Background: an optimization exercise with open tools, aiming at small area. Do not read the settings as production practice. Only simulation tests tie the RTL to the original design; equivalence was not proved. No activity file was given, so power comes from the tool's default toggle rates.

07-08:
Design S8_actividad2, start of the top module:
module S8_actividad2 #(parameter N_DEBOUNCER = 10)(
    input  logic        clk,
    input  logic        resetN,
    input  logic        Enter, Undo, DisplayFormat,
    input  logic [15:0] DataIn,
    output logic [6:0]  Segments,
    output logic [4:0]  Flags,
    output logic [2:0]  Status,
    output logic [7:0]  Anodes
);
    logic reset;
    assign reset = ~resetN;
    logic EnterPulse, UndoPulse;
    Debouncer_FSM debouncer_enterpulse (.clk(clk), .rst(reset), .PB(Enter), .PB_pressed_pulse(EnterPulse));
    Debouncer_FSM debouncer_undopulse  (.clk(clk), .rst(reset), .PB(Undo),  .PB_pressed_pulse(UndoPulse));
    logic [2:0] state;
    ReversePolishFSM fsm (.clk(clk), .reset(reset), .Enter_pulse(EnterPulse), .Undo_pulse(UndoPulse), .state(state));
    assign Status = state;
    logic [15:0] ToDisplay;
    alu_in_out_reg alu (.clk(clk), .reset(reset), .state(state), .DataIn(DataIn), .Flags(Flags), .ToDisplay(ToDisplay));
    logic [5:0] ph;
    logic [18:0] bcd;
    logic bvalid;
    unsigned_to_bcd dd (.clk(clk), .reset(reset), .ToDisplay(ToDisplay), .ph(ph), .bcd(bcd), .bvalid(bvalid));
    S4_actividad1 disp (.k(ph[2:0]), .ToDisplay(ToDisplay), .bcd(bcd), .bvalid(bvalid), .DisplayFormat(DisplayFormat),
                        .Segments(Segments), .Anodes(Anodes));
endmodule
clock: 10.0 ns
lec_check: 0
cap_margin: 0
core_margin: 2
core_utilization: 65
gpl_timing_driven: 0
place_density: 0.75
slew_margin: 0
standard.sh (not shown) runs the stock make flow with config.mk's settings and CLKGATE_MAP_FILE= SYNTH_SCRIPT=/design/flow/synth_recipe.tcl, a recipe that flattens the netlist after the stock synthesis.
==> flow/flow/run.sh <==
#!/bin/bash
# Own layout flow: the standard ORFS flow (standard.sh) with
#  - area-oriented ABC scripts and full-adder-only extraction in synthesis;
#    a few synthesis variants are tried and the smallest netlist is laid out
#    (registers are mapped exactly as in the standard synthesis, only the
#    combinational mapping differs between variants),
#  - minimum-size port buffers,
#  - a clock tree of clkbuf_8 buffers without dummy loads.
# Tool output: flow_*.log in this folder and orfs*/logs.
set -euo pipefail
W=$(pwd)
. "$W/flow/knobs.sh"

mkvariant() { # name noabc abc-script-file
  local d="$W/sd_$1"
  rm -rf "$d"; cp -r "$FLOW_HOME/scripts" "$d"
  cp "$W/flow/$3" "$d/abc_area.script"
  sed -i 's/^  extract_fa {\*}\[dont_use_extract_fa_args\]$/  extract_fa -fa/' "$d/synth.tcl"
  grep -q '^  extract_fa -fa$' "$d/synth.tcl"
  if [ "$2" = 1 ]; then
    sed -i 's/^  synth -top \$::env(DESIGN_NAME) -run fine: {\*}\$synth_full_args$/  synth -top $::env(DESIGN_NAME) -run fine: -noabc {*}$synth_full_args/' "$d/synth.tcl"
    grep -q -- '-run fine: -noabc' "$d/synth.tcl"
  fi
}

VARIANTS="a7:0:abc_a7.script a7n:1:abc_a7.script a4:0:abc_a4.script a4n:1:abc_a4.script a10:0:abc_a10.script a10n:1:abc_a10.script"
best=""; bestarea=""
for v in $VARIANTS; do
  IFS=: read -r name na scr <<< "$v"
  mkvariant "$name" "$na" "$scr"
done
pids=()
for v in $VARIANTS; do
  IFS=: read -r name na scr <<< "$v"
  bash "$W/standard.sh" WORK_HOME="$W/syn_$name" SCRIPTS_DIR="$W/sd_$name" ABC_AREA=1 synth > "$W/flow_synth_$name.log" 2>&1 &
  pids+=($!)
  while [ "$(jobs -rp | wc -l)" -ge 3 ]; do sleep 1; done
done
wait
for v in $VARIANTS; do
  IFS=: read -r name na scr <<< "$v"
  f="$W/syn_$name/reports/$FLOW_PLATFORM/S8_actividad2/base/synth_stat.txt"
  [ -f "$f" ] || continue
  a=$(grep "Chip area" "$f" | tail -1 | awk '{print $NF}')
  echo "variant $name area $a" | tee -a "$W/flow_variants.log"
  if [ -z "$bestarea" ] || awk "BEGIN{exit !($a < $bestarea)}"; then best=$name; bestarea=$a; fi
done
echo "chosen $best $bestarea" | tee -a "$W/flow_variants.log"
bash "$W/standard.sh" SCRIPTS_DIR="$W/sd_$best" ABC_AREA=1 \
  "BUFFER_PORTS_ARGS=$BUFFER_PORTS_ARGS" \
  "CTS_ARGS=$CTS_ARGS" \
  finish > "$W/flow_make.log" 2>&1
Other scripts of this flow, unchanged in this note and not shown: flow/flow/abc_a10.script, flow/flow/abc_a4.script, flow/flow/abc_a7.script, flow/flow/knobs.sh
Changes in 06-10 relative to 07-08:
- CAP_MARGIN now 20, was 0
- SLEW_MARGIN now 20, was 0
==> comparison <==
06-10 vs 07-08 — total of plain and repair buffers excluding clock buffers dropped slightly. The global-route usage in 06-10 sits 0.45 points below the value recorded for 07-08. Summary of 06-10 over 07-08: transition time of the tightest slew-check pin now sits at about the same level; worst setup slack now sits higher; sum of routed wire segments on met1 now sits lower; post-place setup slack now sits lower. [compare] base=07-08 new=06-10: total power draw dropped about 0.44%, wire length on met3 climbed about 13%. Going from 07-08 to 06-10, the fill cell total of the finished layout was found to have gone up by 1.1%. [compare] base=07-08 new=06-10: via count increased by about 0.36% relative to the old numbers, share of cells above drive strength 1 now sits at about the same level.

---

== north ==
S8_actividad2 again, from the RTL that the note above started with.
Settings: LEC_CHECK=0, CAP_MARGIN=20, CORE_MARGIN=2, CORE_UTILIZATION=65, PLACE_DENSITY=0.75, SLEW_MARGIN=20; clock period 10.0 ns.
==> flow/flow/run.sh <==
#!/bin/bash
# Own layout flow: the standard ORFS flow (standard.sh) with
#  - an area-oriented ABC script and full-adder-only extraction in synthesis
#    (registers are mapped exactly as in the standard synthesis),
#  - minimum-size port buffers,
#  - a clock tree of small buffers without dummy loads.
# Each tool's output is kept in logs under this folder (orfs/logs) and in flow_make.log.
set -euo pipefail
W=$(pwd)
rm -rf "$W/scripts_mod"
cp -r "$FLOW_HOME/scripts" "$W/scripts_mod"
cp "$W/flow/abc_area.script" "$W/scripts_mod/abc_area.script"
sed -i 's/^  extract_fa {\*}\[dont_use_extract_fa_args\]$/  extract_fa -fa/' "$W/scripts_mod/synth.tcl"
grep -q '^  extract_fa -fa$' "$W/scripts_mod/synth.tcl"
. "$W/flow/knobs.sh"
bash "$W/standard.sh" SCRIPTS_DIR="$W/scripts_mod" ABC_AREA=1 \
  "BUFFER_PORTS_ARGS=$BUFFER_PORTS_ARGS" \
  "CTS_ARGS=$CTS_ARGS" \
  finish > "$W/flow_make.log" 2>&1
==> flow/flow/abc_area.script <==
strash
dch -f
map -a
strash
dch -f
map -a
strash
dch -f
amap
topo
==> flow/flow/knobs.sh <==
BUFFER_PORTS_ARGS="-buffer_cell sky130_fd_sc_hd__buf_1"
CTS_ARGS="-sink_clustering_enable -repair_clock_nets -dont_use_dummy_load -buf_list sky130_fd_sc_hd__clkbuf_8"
#### Input delta (south over north)
- a change of PLACE_DENSITY from 0.75 to 0.6
- a change of CORE_UTILIZATION from 65 to 40
Findings:
- Relative to north, register share of total power has gone down in south.
- Sort north and south by final standard cell utilization of the core asc -> top: south
- Compared with north, in south final max-slew violation count shows no meaningful change, total track usage shows a reduction of 8.9 points.
- south has core footprint above what north had.
- Post-route cell area (higher): south
- south gives more number of cells in the design after placement than north did.
- On south: number of global-route vias before repair is about 1% higher than what north gave.

---

## run 1
Another version of the RTL of S8_actividad2 (not shown whole).
Size in the first run: ~520 cells after synthesis, ~110 flip-flops, ~5300 µm² of cells after synthesis.
clock: 10.0 ns
lec_check: 0
cap_margin: 0
core_margin: 2
core_utilization: 65
place_density: 0.75
slew_margin: 0
==> flow/flow/run.sh <==
#!/bin/bash
# Own layout flow: the standard ORFS flow (standard.sh) with
#  - area-oriented ABC scripts and full-adder-only extraction in synthesis;
#    a few synthesis variants are tried and the smallest netlist is laid out
#    (registers are mapped exactly as in the standard synthesis, only the
#    combinational mapping differs between variants),
#  - minimum-size port buffers,
#  - a clock tree of clkbuf_8 buffers without dummy loads.
# Tool output: flow_*.log in this folder and orfs*/logs.
set -euo pipefail
W=$(pwd)
. "$W/flow/knobs.sh"

mkvariant() { # name noabc abc-script-file
  local d="$W/sd_$1"
  rm -rf "$d"; cp -r "$FLOW_HOME/scripts" "$d"
  cp "$W/flow/$3" "$d/abc_area.script"
  sed -i 's/^  extract_fa {\*}\[dont_use_extract_fa_args\]$/  extract_fa -fa/' "$d/synth.tcl"
  grep -q '^  extract_fa -fa$' "$d/synth.tcl"
  if [ "$2" = 1 ]; then
    sed -i 's/^  synth -top \$::env(DESIGN_NAME) -run fine: {\*}\$synth_full_args$/  synth -top $::env(DESIGN_NAME) -run fine: -noabc {*}$synth_full_args/' "$d/synth.tcl"
    grep -q -- '-run fine: -noabc' "$d/synth.tcl"
  fi
}

VARIANTS="a7:0:abc_a7.script a4n:1:abc_a4.script d30n:1:abc_d30.script d30m:1:abc_d30m.script d30m0:0:abc_d30m.script ds2:1:abc_ds2.script"
best=""; bestarea=""
for v in $VARIANTS; do
  IFS=: read -r name na scr <<< "$v"
  mkvariant "$name" "$na" "$scr"
done
pids=()
for v in $VARIANTS; do
  IFS=: read -r name na scr <<< "$v"
  bash "$W/standard.sh" WORK_HOME="$W/syn_$name" SCRIPTS_DIR="$W/sd_$name" ABC_AREA=1 synth > "$W/flow_synth_$name.log" 2>&1 &
  pids+=($!)
  while [ "$(jobs -rp | wc -l)" -ge 3 ]; do sleep 1; done
done
wait
for v in $VARIANTS; do
  IFS=: read -r name na scr <<< "$v"
  f="$W/syn_$name/reports/$FLOW_PLATFORM/S8_actividad2/base/synth_stat.txt"
  [ -f "$f" ] || continue
  a=$(grep "Chip area" "$f" | tail -1 | awk '{print $NF}')
  echo "variant $name area $a" | tee -a "$W/flow_variants.log"
  if [ -z "$bestarea" ] || awk "BEGIN{exit !($a < $bestarea)}"; then best=$name; bestarea=$a; fi
done
echo "chosen $best $bestarea" | tee -a "$W/flow_variants.log"
bash "$W/standard.sh" SCRIPTS_DIR="$W/sd_$best" ABC_AREA=1 \
  "BUFFER_PORTS_ARGS=$BUFFER_PORTS_ARGS" \
  "CTS_ARGS=$CTS_ARGS" \
  finish > "$W/flow_make.log" 2>&1
Scripts as last shown in full above: flow/flow/knobs.sh
Other scripts of this flow, unchanged in this note and not shown: flow/flow/abc_a10.script, flow/flow/abc_a4.script, flow/flow/abc_a7.script, flow/flow/abc_d30.script, flow/flow/abc_d30m.script, flow/flow/abc_ds2.script
Run 1 finished every step from synthesis to the final layout, and the layout passed the timing, DRC and antenna checks.
The inputs of run 2 differ from those of run 1 as listed below.
- CAP_MARGIN now 20, was 0
- SLEW_MARGIN now 20, was 0
Results
Run 1 -> run 2: worst clock skew delta 0, exact match. From run 2 to run 1, cell count did not move at all. Run 2 vs. run 1: global placement routability congestion closely matched the old numbers; number of clock buffer instances in the layout closely matched the old numbers; multi-input gate share of total cell area closely matched the old numbers. Comparing run 2 against run 1, there is no change at all in final area. For setup slack, run 1 and run 2 come out practically identical. In terms of flip-flop and latch power, run 1 and run 2 differ only marginally. Run 2 -> run 1: synthesized area divided by synthesized cell count delta 0, exact match. Diff run 2..run 1 | sum of negative setup slack | unchanged.
The following lists how run 3 was set up differently from run 2:
- changing PLACE_DENSITY from 0.75 to 0.88
- changing CORE_UTILIZATION from 65 to 80
--- outcome ---
- Run 2 has a lower initial core utilization than run 3.
- Run 2 -> run 3: internal power of the cells flat
- Power in the clock group: run 2 vs run 3 — no meaningful difference
- Compared with run 2, in run 3 smallest setup slack after layout now sits lower, synthesis-to-layout area growth now sits lower, final core utilization now sits higher, register share of total power now sits lower, largest stage delay on the critical path now sits higher.

---

Setup of run a:
The RTL this note starts from:
==> flow/design.v <==
module alu_in_out_reg (
    input  logic        clk, reset,
    input  logic [2:0]  state,
    input  logic [15:0] DataIn,
    output logic [4:0]  Flags,
    output logic [15:0] ToDisplay
);
    logic show;
    assign show = (state == 3'd6);
    logic [15:0] opA, opB;
    logic [1:0]  opc;
    always_ff @(posedge clk) begin
        if (state == 3'd1) opA <= DataIn;
        if (state == 3'd3) opB <= DataIn;
        if (state == 3'd5) opc <= DataIn[1:0];
    end
    logic        sub, lg;
    logic [15:0] bx, sum, lgc, alu;
    logic [16:0] c;
    assign sub = ~opc[1] & ~opc[0];
    assign lg  = opc[1];
    assign bx  = opB ^ {16{sub}};
    assign c[0] = sub;
    always_comb begin
        for (int i = 0; i < 16; i++) begin
            sum[i]   = opA[i] ^ bx[i] ^ c[i];
            c[i+1]   = (opA[i] & bx[i]) | (c[i] & (opA[i] | bx[i]));
            lgc[i]   = (opA[i] & opB[i]) | (~opc[0] & (opA[i] | opB[i]));
        end
    end
    assign alu = lg ? lgc : sum;
    logic c15, c16;
    assign c15 = c[15];
    assign c16 = c[16];
    logic [15:0] res;
    logic        fC, fV, valid;
    always_ff @(posedge clk) begin
        if (show) res <= alu;
        if (reset) begin
            fC <= 1'b0;
            fV <= 1'b0;
            valid <= 1'b0;
        end else if (show) begin
            fC <= ~opc[1] & (c16 ^ sub);
            fV <= ~opc[1] & (c16 ^ c15);
            valid <= 1'b1;
        end
    end
    assign Flags = {valid & res[15], valid & ~(|res), fC, fV, valid & (^res)};
    assign ToDisplay = show ? (valid ? res : 16'd0) : DataIn;
endmodule
module Debouncer_FSM (
    input  logic clk,
    input  logic rst,
    input  logic PB,
    output logic PB_pressed_pulse
);
    logic PB_sync_aux, PB_sync;
    logic [3:0] st, nx, adv;
    always_ff @(posedge clk) begin
        PB_sync_aux <= PB;
        PB_sync     <= PB_sync_aux;
    end
    localparam logic [3:0] R0 = 4'd1, R1 = 4'd2, I = 4'd4, P = 4'd12, S = 4'd8, RL = 4'd0;
    assign adv = {st[2:0], st[3] ^ st[2]};
    always_comb begin
        if (st == RL)                  nx = I;
        else if (st == R0 || st == R1) nx = adv;
        else if (st == S)              nx = PB_sync ? S : RL;
        else                           nx = PB_sync ? adv : I;
    end
    always_ff @(posedge clk) st <= rst ? R0 : nx;
    assign PB_pressed_pulse = (st == P);
endmodule
module ReversePolishFSM (
    input  logic clk, reset, Enter_pulse, Undo_pulse,
    output logic [2:0] state
);
    always_ff @(posedge clk) begin
        if (reset)
            state <= 3'd0;
        else case (state)
            3'd0: if (Enter_pulse) state <= 3'd1;
            3'd1: state <= 3'd2;
            3'd2: if (Enter_pulse) state <= 3'd3; else if (Undo_pulse) state <= 3'd0;
            3'd3: state <= 3'd4;
            3'd4: if (Enter_pulse) state <= 3'd5; else if (Undo_pulse) state <= 3'd2;
            3'd5: state <= 3'd6;
            3'd6: if (Enter_pulse) state <= 3'd0; else if (Undo_pulse) state <= 3'd4;
            default: state <= 3'd0;
        endcase
    end
endmodule
module unsigned_to_bcd (
    input  logic        clk, reset,
    input  logic [15:0] ToDisplay,
    output logic [5:0]  ph,
    output logic [18:0] bcd,
    output logic        bvalid
);
    always_ff @(posedge clk) begin
        if (reset) ph <= 6'd0;
        else       ph <= ph + 6'd1;
    end
    function automatic logic [3:0] add3(input logic [3:0] d);
        case (d)
            4'd5: add3 = 4'd8;
            4'd6: add3 = 4'd9;
            4'd7: add3 = 4'd10;
            4'd8: add3 = 4'd11;
            4'd9: add3 = 4'd12;
            default: add3 = d;
        endcase
    endfunction
    logic [17:0] sh, sh_add;
    logic        bit_in;
    assign bit_in = ph[5] & ToDisplay[~ph[4:1]];
    always_comb begin
        sh_add[17:16] = sh[17:16];
        for (int d = 0; d < 4; d++) sh_add[4*d +: 4] = add3(sh[4*d +: 4]);
    end
    always_ff @(posedge clk) begin
        if (~ph[5] | ph[0]) sh <= {sh[16:0], bit_in};
        else                sh <= sh_add;
        if (ph == 6'd63) bcd <= {sh, bit_in};
        if (reset)            bvalid <= 1'b0;
        else if (ph == 6'd63) bvalid <= 1'b1;
    end
endmodule
module S4_actividad1 (
    input  logic [2:0]  k,
    input  logic [15:0] ToDisplay,
    input  logic [18:0] bcd,
    input  logic        bvalid,
    input  logic        DisplayFormat,
    output logic [6:0]  Segments,
    output logic [7:0]  Anodes
);
    logic [3:0] hexd, decd, digit;
    always_comb begin
        case (k[1:0])
            2'd0: hexd = ToDisplay[3:0];
            2'd1: hexd = ToDisplay[7:4];
            2'd2: hexd = ToDisplay[11:8];
            default: hexd = ToDisplay[15:12];
        endcase
        if (k[2]) hexd = 4'd0;
        case (k)
            3'd0: decd = bcd[3:0];
            3'd1: decd = bcd[7:4];
            3'd2: decd = bcd[11:8];
            3'd3: decd = bcd[15:12];
            3'd4: decd = {1'b0, bcd[18:16]};
            default: decd = 4'd0;
        endcase
        if (!bvalid) decd = 4'd0;
        digit = DisplayFormat ? decd : hexd;
        case (digit)
            4'd0:  Segments = 7'b0000001;
            4'd1:  Segments = 7'b1001111;
            4'd2:  Segments = 7'b0010010;
            4'd3:  Segments = 7'b0000110;
            4'd4:  Segments = 7'b1001100;
            4'd5:  Segments = 7'b0100100;
            4'd6:  Segments = 7'b0100000;
            4'd7:  Segments = 7'b0001111;
            4'd8:  Segments = 7'b0000000;
            4'd9:  Segments = 7'b0001100;
            4'd10: Segments = 7'b0001000;
            4'd11: Segments = 7'b1100000;
            4'd12: Segments = 7'b0110001;
            4'd13: Segments = 7'b1000010;
            4'd14: Segments = 7'b0110000;
            default: Segments = 7'b0111000;
        endcase
        Anodes = ~(8'd1 << k);
    end
endmodule
module S8_actividad2 #(parameter N_DEBOUNCER = 10)(
    input  logic        clk,
    input  logic        resetN,
    input  logic        Enter, Undo, DisplayFormat,
    input  logic [15:0] DataIn,
    output logic [6:0]  Segments,
    output logic [4:0]  Flags,
    output logic [2:0]  Status,
    output logic [7:0]  Anodes
);
    logic reset;
    assign reset = ~resetN;
    logic EnterPulse, UndoPulse;
    Debouncer_FSM debouncer_enterpulse (.clk(clk), .rst(reset), .PB(Enter), .PB_pressed_pulse(EnterPulse));
    Debouncer_FSM debouncer_undopulse  (.clk(clk), .rst(reset), .PB(Undo),  .PB_pressed_pulse(UndoPulse));
    logic [2:0] state;
    ReversePolishFSM fsm (.clk(clk), .reset(reset), .Enter_pulse(EnterPulse), .Undo_pulse(UndoPulse), .state(state));
    assign Status = state;
    logic [15:0] ToDisplay;
    alu_in_out_reg alu (.clk(clk), .reset(reset), .state(state), .DataIn(DataIn), .Flags(Flags), .ToDisplay(ToDisplay));
    logic [5:0] ph;
    logic [18:0] bcd;
    logic bvalid;
    unsigned_to_bcd dd (.clk(clk), .reset(reset), .ToDisplay(ToDisplay), .ph(ph), .bcd(bcd), .bvalid(bvalid));
    S4_actividad1 disp (.k(ph[2:0]), .ToDisplay(ToDisplay), .bcd(bcd), .bvalid(bvalid), .DisplayFormat(DisplayFormat),
                        .Segments(Segments), .Anodes(Anodes));
endmodule
clock: 10.0 ns
lec_check: 0
cap_margin: 20
core_margin: 2
core_utilization: 65
place_density: 0.75
slew_margin: 20
==> flow/flow/run.sh <==
#!/bin/bash
# Own layout flow: the standard ORFS flow (standard.sh) with
#  - area-oriented ABC scripts and full-adder-only extraction in synthesis;
#    a few synthesis variants are tried and the smallest netlist is laid out
#    (registers are mapped exactly as in the standard synthesis, only the
#    combinational mapping differs between variants),
#  - minimum-size port buffers,
#  - a clock tree of clkbuf_8 buffers without dummy loads.
# Tool output: flow_*.log in this folder and orfs*/logs.
set -euo pipefail
W=$(pwd)
. "$W/flow/knobs.sh"

mkvariant() { # name noabc abc-script-file
  local d="$W/sd_$1"
  rm -rf "$d"; cp -r "$FLOW_HOME/scripts" "$d"
  cp "$W/flow/$3" "$d/abc_area.script"
  sed -i 's/^  extract_fa {\*}\[dont_use_extract_fa_args\]$/  extract_fa -fa/' "$d/synth.tcl"
  grep -q '^  extract_fa -fa$' "$d/synth.tcl"
  if [ "$2" = 1 ]; then
    sed -i 's/^  synth -top \$::env(DESIGN_NAME) -run fine: {\*}\$synth_full_args$/  synth -top $::env(DESIGN_NAME) -run fine: -noabc {*}$synth_full_args/' "$d/synth.tcl"
    grep -q -- '-run fine: -noabc' "$d/synth.tcl"
  fi
}

VARIANTS="a7:0:abc_a7.script a7n:1:abc_a7.script a4:0:abc_a4.script a4n:1:abc_a4.script a10:0:abc_a10.script a10n:1:abc_a10.script"
best=""; bestarea=""
for v in $VARIANTS; do
  IFS=: read -r name na scr <<< "$v"
  mkvariant "$name" "$na" "$scr"
done
pids=()
for v in $VARIANTS; do
  IFS=: read -r name na scr <<< "$v"
  bash "$W/standard.sh" WORK_HOME="$W/syn_$name" SCRIPTS_DIR="$W/sd_$name" ABC_AREA=1 synth > "$W/flow_synth_$name.log" 2>&1 &
  pids+=($!)
  while [ "$(jobs -rp | wc -l)" -ge 3 ]; do sleep 1; done
done
wait
for v in $VARIANTS; do
  IFS=: read -r name na scr <<< "$v"
  f="$W/syn_$name/reports/$FLOW_PLATFORM/S8_actividad2/base/synth_stat.txt"
  [ -f "$f" ] || continue
  a=$(grep "Chip area" "$f" | tail -1 | awk '{print $NF}')
  echo "variant $name area $a" | tee -a "$W/flow_variants.log"
  if [ -z "$bestarea" ] || awk "BEGIN{exit !($a < $bestarea)}"; then best=$name; bestarea=$a; fi
done
echo "chosen $best $bestarea" | tee -a "$W/flow_variants.log"
bash "$W/standard.sh" SCRIPTS_DIR="$W/sd_$best" ABC_AREA=1 \
  "BUFFER_PORTS_ARGS=$BUFFER_PORTS_ARGS" \
  "CTS_ARGS=$CTS_ARGS" \
  finish > "$W/flow_make.log" 2>&1
==> flow/flow/abc_a10.script <==
strash
dch -f
amap
topo
==> flow/flow/abc_a4.script <==
strash
dch -f
map -a
strash
dch -f
map -a
strash
dch -f
amap
strash
dch -f
map -a
strash
dch -f
amap
topo
==> flow/flow/abc_a7.script <==
strash
dch -f
map -a
strash
dch -f
map -a
strash
dch -f
amap
topo
Scripts as last shown in full above: flow/flow/knobs.sh
Run a | status: complete | timing, DRC, antenna: pass
[inputs] run b vs run a
-- flow/flow/run.sh --
<<< run a, line 24
}

VARIANTS="a7:0:abc_a7.script a7n:1:abc_a7.script a4:0:abc_a4.script a4n:1:abc_a4.script a10:0:abc_a10.script a10n:1:abc_a10.script"
best=""; bestarea=""
for v in $VARIANTS; do
>>> run b, line 24
}

VARIANTS="a7:0:abc_a7.script a4n:1:abc_a4.script a10:0:abc_a10.script d30:0:abc_d30.script d30n:1:abc_d30.script"
best=""; bestarea=""
for v in $VARIANTS; do
==> flow/flow/abc_d30.script (new file) <==
strash
&get -n
&deepsyn -T 30
&put
dch -f
amap
strash
dch -f
map -a
strash
dch -f
amap
topo
Run b: all stages complete, timing, DRC and antenna checks passed. The higher average wire per standard cell of run b and run a is in run a. Max simple-gate share of the synthesized area across run b and run a: run b. Going from run a to run b, the final core utilization was found to have gone down by 0.61 points. Run b consumes less power than run a does. Effective utilization at floorplan (lower): run b.

[afterwards: timing with drivers on the ports]
The flow's constraints put no driver on any port. The routed layouts listed below were extracted and timed again, unchanged, in two steps. Step 1 assumes that a clkbuf_16 drives the clock port and a buf_2 every other input. Step 2, shift: input delay + t, output delay - t, t = (earliest + latest rising clock arrival at the registers) / 2. This alone moves slack from input paths to output paths. a / b / c = no drivers / after step 1 / after step 2; a / b = the first two.
run	shift t [ns]	setup slack, ns	latest minus earliest clock arrival (ns)	worst register clock-pin slew, ns	worst slew at a driven data input, ns
07-08	0.389	0.589 / 0.589 / 0.589	0.031 / 0.032	0.11 / 0.11	0.04
06-10	0.387	0.623 / 0.623 / 0.623	0.033 / 0.033	0.11 / 0.11	0.03
north	0.381	1.099 / 1.099 / 1.099	0.027 / 0.027	0.11 / 0.11	0.03
south	0.407	1.490 / 1.490 / 1.490	0.046 / 0.045	0.12 / 0.12	0.04
run 1	0.392	0.794 / 0.794 / 0.794	0.035 / 0.035	0.11 / 0.11	0.03
run 2	0.392	0.794 / 0.794 / 0.794	0.035 / 0.035	0.11 / 0.11	0.03
run 3	0.392	0.766 / 0.766 / 0.766	0.038 / 0.038	0.11 / 0.11	0.03
run a	0.391	0.794 / 0.794 / 0.794	0.036 / 0.035	0.11 / 0.11	0.05
run b	0.396	0.898 / 0.898 / 0.898	0.038 / 0.038	0.11 / 0.11	0.04
After both steps every run listed still meets setup and hold.
